This design comes from an exercise in tuning for small area on the open sky130 flow, not from production work.
Only simulation tests tie the RTL to the original design; equivalence was not proved.

## matching_cost
module matching_cost
#(
	parameter  MAXDISPARITY = 64 ,
	parameter  MATCHINGCOSTBITWID = 6 ,
	parameter  INPUTDATAWID = 63,
	parameter  OUTPUTDATAWID = 385
  )
(
	input wire                      clk ,
	input wire                      en ,
	input wire[INPUTDATAWID-1:0]    leftCTstream ,
	input wire[INPUTDATAWID-1:0]    rightCTstream ,
	output wire[OUTPUTDATAWID-1:0]  MatchingCost ,
	input  wire                     rst_n
);
Size: ~14,000 cells after synthesis, ~510 I/O pins, roughly 0.26 mm^2 of cells after synthesis.
export LEC_CHECK = 0
export CAP_MARGIN = 20
export CORE_MARGIN = 2
export CORE_UTILIZATION = 40
export CTS_CLUSTER_DIAMETER = 80
export CTS_CLUSTER_SIZE = 25
export SLEW_MARGIN = 20
create_clock -name core_clock -period 6.67 [get_ports {clk}]
standard.sh (not shown) runs the stock make flow with config.mk's settings and CLKGATE_MAP_FILE= SYNTH_SCRIPT=/design/flow/synth_recipe.tcl, a recipe that flattens the netlist after the stock synthesis.
==> flow/flow/run.sh <==
#!/bin/bash
# Own layout flow: the standard flow (standard.sh: synthesis, floorplan,
# placement, CTS, routing, finish) with two changes:
#  - the ports are buffered with sky130_fd_sc_hd__buf_1 (one buffer per port, as
#    in the standard flow) instead of the cell buffer_ports picks by default;
#  - CTS runs with the arguments below (sink clustering settings).
# Every tool's output goes to its own log under orfs/logs/ (ORFS's per-step logs);
# make's own output goes to make.log in the work folder.
set -euo pipefail
export BUFFER_PORTS_ARGS="-buffer_cell sky130_fd_sc_hd__buf_1"
export CTS_ARGS="-sink_clustering_enable -repair_clock_nets -sink_clustering_size 25 -sink_clustering_max_diameter 80 -dont_use_dummy_load"
export MAX_REPAIR_ANTENNAS_ITER_DRT=12
bash standard.sh > make.log 2>&1
Next try:
--- a/flow/flow/run.sh
+++ b/flow/flow/run.sh
@@ -12 +11,0 @@
-export MAX_REPAIR_ANTENNAS_ITER_DRT=12
Result: The changed run reached the layout checks and failed them: antenna violations; worst hold slack stays the same; critical path depth stays the same; core utilization hardly moves; final area stays flat; clock-buffer cell count stays the same; sequential share of layout area barely changes; routed wire length is about the same; clock skew hardly moves.

* * *

== exp/juniper ==
Another version of the RTL of matching_cost (not shown whole).
Size in the first run: ~14000 cells after synthesis, about 510 I/O pins, roughly 260000 um^2 of cells after synthesis.
==> flow/design.v (excerpt) <==
module matching_cost
#(
	parameter  MAXDISPARITY = 64 ,
	parameter  MATCHINGCOSTBITWID = 6 ,
	parameter  INPUTDATAWID = 63,
	parameter  OUTPUTDATAWID = 385
  )
(
	input wire                      clk ,
	input wire                      en ,
	input wire[INPUTDATAWID-1:0]    leftCTstream ,
	input wire[INPUTDATAWID-1:0]    rightCTstream ,
	output wire[OUTPUTDATAWID-1:0]  MatchingCost ,
	input  wire                     rst_n
);
==> flow/config.mk <==
export PLATFORM = sky130hd
export DESIGN_NAME = matching_cost
export DESIGN_NICKNAME = matching_cost
export VERILOG_FILES = /design/flow/design.v
export SDC_FILE = /design/flow/constraint.sdc
export NUM_CORES = 8
export LEC_CHECK = 0
export CAP_MARGIN = 20
export CORE_MARGIN = 2
export CORE_UTILIZATION = 75
export PLACE_DENSITY = 0.85
export SLEW_MARGIN = 20
==> flow/constraint.sdc <==
create_clock -name core_clock -period 6.67 [get_ports {clk}]
set_input_delay 1.3340 -clock core_clock [delete_from_list [all_inputs] [get_ports {clk}]]
set_output_delay 1.3340 -clock core_clock [all_outputs]
set_load 0.01 [all_outputs]
==> flow/flow/run.sh <==
#!/bin/bash
# Own layout flow: the standard flow (standard.sh) with these changes:
#  - after the standard synthesis (run unchanged), flow/polarity_fix.py removes
#    inverters between full adders (a full adder fed with complemented inputs
#    gives complemented outputs, so each full adder is used in the polarity that
#    needs the fewest inverters); flow/simcheck.py then compares the netlist
#    before and after on random vectors (every register input and output port),
#    and the unmodified netlist is kept if they differ. Registers are untouched.
#  - the ports are buffered with sky130_fd_sc_hd__buf_1 (one buffer per port, as
#    in the standard flow) instead of the cell buffer_ports picks by default;
#  - CTS runs with the sink clustering settings below and without dummy loads;
#  - detailed routing gets more antenna repair iterations.
# Every tool's output goes to its own log: ORFS's per-step logs under orfs/logs/,
# make's output in make_synth.log and make.log, the netlist pass in polarity.log.
set -euo pipefail
export BUFFER_PORTS_ARGS="-buffer_cell sky130_fd_sc_hd__buf_1"
export CTS_ARGS="-sink_clustering_enable -repair_clock_nets -sink_clustering_size 24 -sink_clustering_max_diameter 80 -dont_use_dummy_load"
export MAX_REPAIR_ANTENNAS_ITER_DRT=12
bash standard.sh synth > make_synth.log 2>&1
R=orfs/results/${FLOW_PLATFORM:-sky130hd}/matching_cost/base
cp "$R/1_2_yosys.v" standard_synth.v
if python3 flow/polarity_fix.py "$R/1_2_yosys.v" > polarity.log 2>&1 &&
   python3 flow/simcheck.py standard_synth.v "$R/1_2_yosys.v" 20 >> polarity.log 2>&1; then
  echo "netlist pass applied" >> polarity.log
else
  echo "netlist pass not applied" >> polarity.log
  cp standard_synth.v "$R/1_2_yosys.v"
fi
rm -f "$R/1_synth.odb" "$R/1_synth.sdc"
bash standard.sh > make.log 2>&1
Other scripts of this flow, unchanged in this note and not shown: flow/flow/polarity_fix.py, flow/flow/simcheck.py
Changes in exp/harbor relative to exp/juniper:
Settings: changing CORE_UTILIZATION from 75 to 70; changing PLACE_DENSITY from 0.85 to 0.8.
diff --git a/flow/flow/run.sh b/flow/flow/run.sh
--- a/flow/flow/run.sh
+++ b/flow/flow/run.sh
@@ -17 +17 @@
-export CTS_ARGS="-sink_clustering_enable -repair_clock_nets -sink_clustering_size 24 -sink_clustering_max_diameter 80 -dont_use_dummy_load"
+export CTS_ARGS="-sink_clustering_enable -repair_clock_nets -sink_clustering_size 25 -sink_clustering_max_diameter 60 -dont_use_dummy_load"
==> comparison <==
NOTE: number of global-route vias before repair in exp/harbor falls short of that of exp/juniper. exp/juniper → exp/harbor: cell area now larger, pin count of the biggest net entering global routing now smaller, setup slack of the critical path after layout now smaller.
--- input diff exp/harbor..exp/delta ---
diff --git a/flow/flow/run.sh b/flow/flow/run.sh
--- a/flow/flow/run.sh
+++ b/flow/flow/run.sh
@@ -17 +17 @@
-export CTS_ARGS="-sink_clustering_enable -repair_clock_nets -sink_clustering_size 25 -sink_clustering_max_diameter 60 -dont_use_dummy_load"
+export CTS_ARGS="-sink_clustering_enable -repair_clock_nets -sink_clustering_size 22 -sink_clustering_max_diameter 70 -dont_use_dummy_load"
### Flow results
Every stage of the flow completed for exp/delta, and the final layout passed the timing, DRC and antenna checks. exp/harbor → exp/delta: wire length of the first global-routing pass now sits at about the same level, maximum frequency went down 3.6 MHz, final design area excluding fillers down 0.66%, wire length held steady, worst relative slew slack saw an increase. Cell count after synthesis came out exactly the same in exp/delta and exp/harbor. Any difference in global-route usage between exp/harbor and exp/delta is small enough to ignore. Between exp/delta and exp/harbor, the via density per instance does not differ in any meaningful way.
diff inputs: exp/delta => exp/zinc
Settings: changing PLACE_DENSITY from 0.8 to 0.85; changing CORE_UTILIZATION from 70 to 75.
diff --git a/flow/flow/run.sh b/flow/flow/run.sh
--- a/flow/flow/run.sh
+++ b/flow/flow/run.sh
@@ -17 +17 @@
-export CTS_ARGS="-sink_clustering_enable -repair_clock_nets -sink_clustering_size 22 -sink_clustering_max_diameter 70 -dont_use_dummy_load"
+export CTS_ARGS="-sink_clustering_enable -repair_clock_nets -sink_clustering_size 26 -sink_clustering_max_diameter 90 -dont_use_dummy_load"
Findings:
In the metrics for exp/delta and exp/zinc, the one carrying the higher met2 track demand over resource in global routing is exp/zinc.
Via count of the first global-routing pass in exp/zinc is 863 above exp/delta.
exp/zinc against exp/delta; number of signal-net buffers in the layout is down by a little under 10%.
Going from exp/delta to exp/zinc, clock insertion delay at the later pin of the skew report grows by 40 ps.
First element of the critical path: r[62][29]$_DFFE_PP_ -> exp/zinc, l[6][23]$_DFFE_PP_ -> exp/delta

==> separate check: timing with driven ports <==
The flow's constraints put no driver on any port. The routed layouts listed below were extracted and timed again, unchanged, in two steps.
Step 1, drivers: a clkbuf_16 drives clk and a buf_2 each remaining input, both assumed.
Step 2 also shifts input and output timing later by t, the mid clock arrival at the registers, as if the neighbouring blocks saw the same clock.
Three values: no drivers, after step 1, after step 2; two values: the first two.
| run | shift t [ns] | setup slack, ns | latest minus earliest clock arrival (ns) | slew at the worst register clock pin (ns) | cell pins on the clock port's net |
|---|---|---|---|---|---|
| the first run of note 1 | 1.115 | 0.402 / 0.402 / 0.252 | 0.155 / 0.155 | 0.11 / 0.11 | 1 |
| the second run of note 1 | 1.115 | 0.402 / 0.402 / 0.252 | 0.155 / 0.155 | 0.11 / 0.11 | 1 |
| exp/juniper | 1.133 | 0.388 / 0.321 / -0.291 | 0.133 / 0.133 | 0.11 / 0.11 | 1 |
| exp/harbor | 1.116 | 0.217 / 0.217 / 0.084 | 0.120 / 0.120 | 0.10 / 0.10 | 1 |
| exp/delta | 1.091 | 0.064 / 0.064 / 0.027 | 0.121 / 0.121 | 0.10 / 0.10 | 1 |
| exp/zinc | 1.116 | 0.336 / 0.325 / -0.236 | 0.140 / 0.139 | 0.12 / 0.12 | 1 |
Met with ideal ports but missed after step 2: setup timing in exp/juniper and exp/zinc. The setup slack of exp/juniper, which loses most, moves by -0.067 ns with the drivers and by -0.679 ns with both steps.
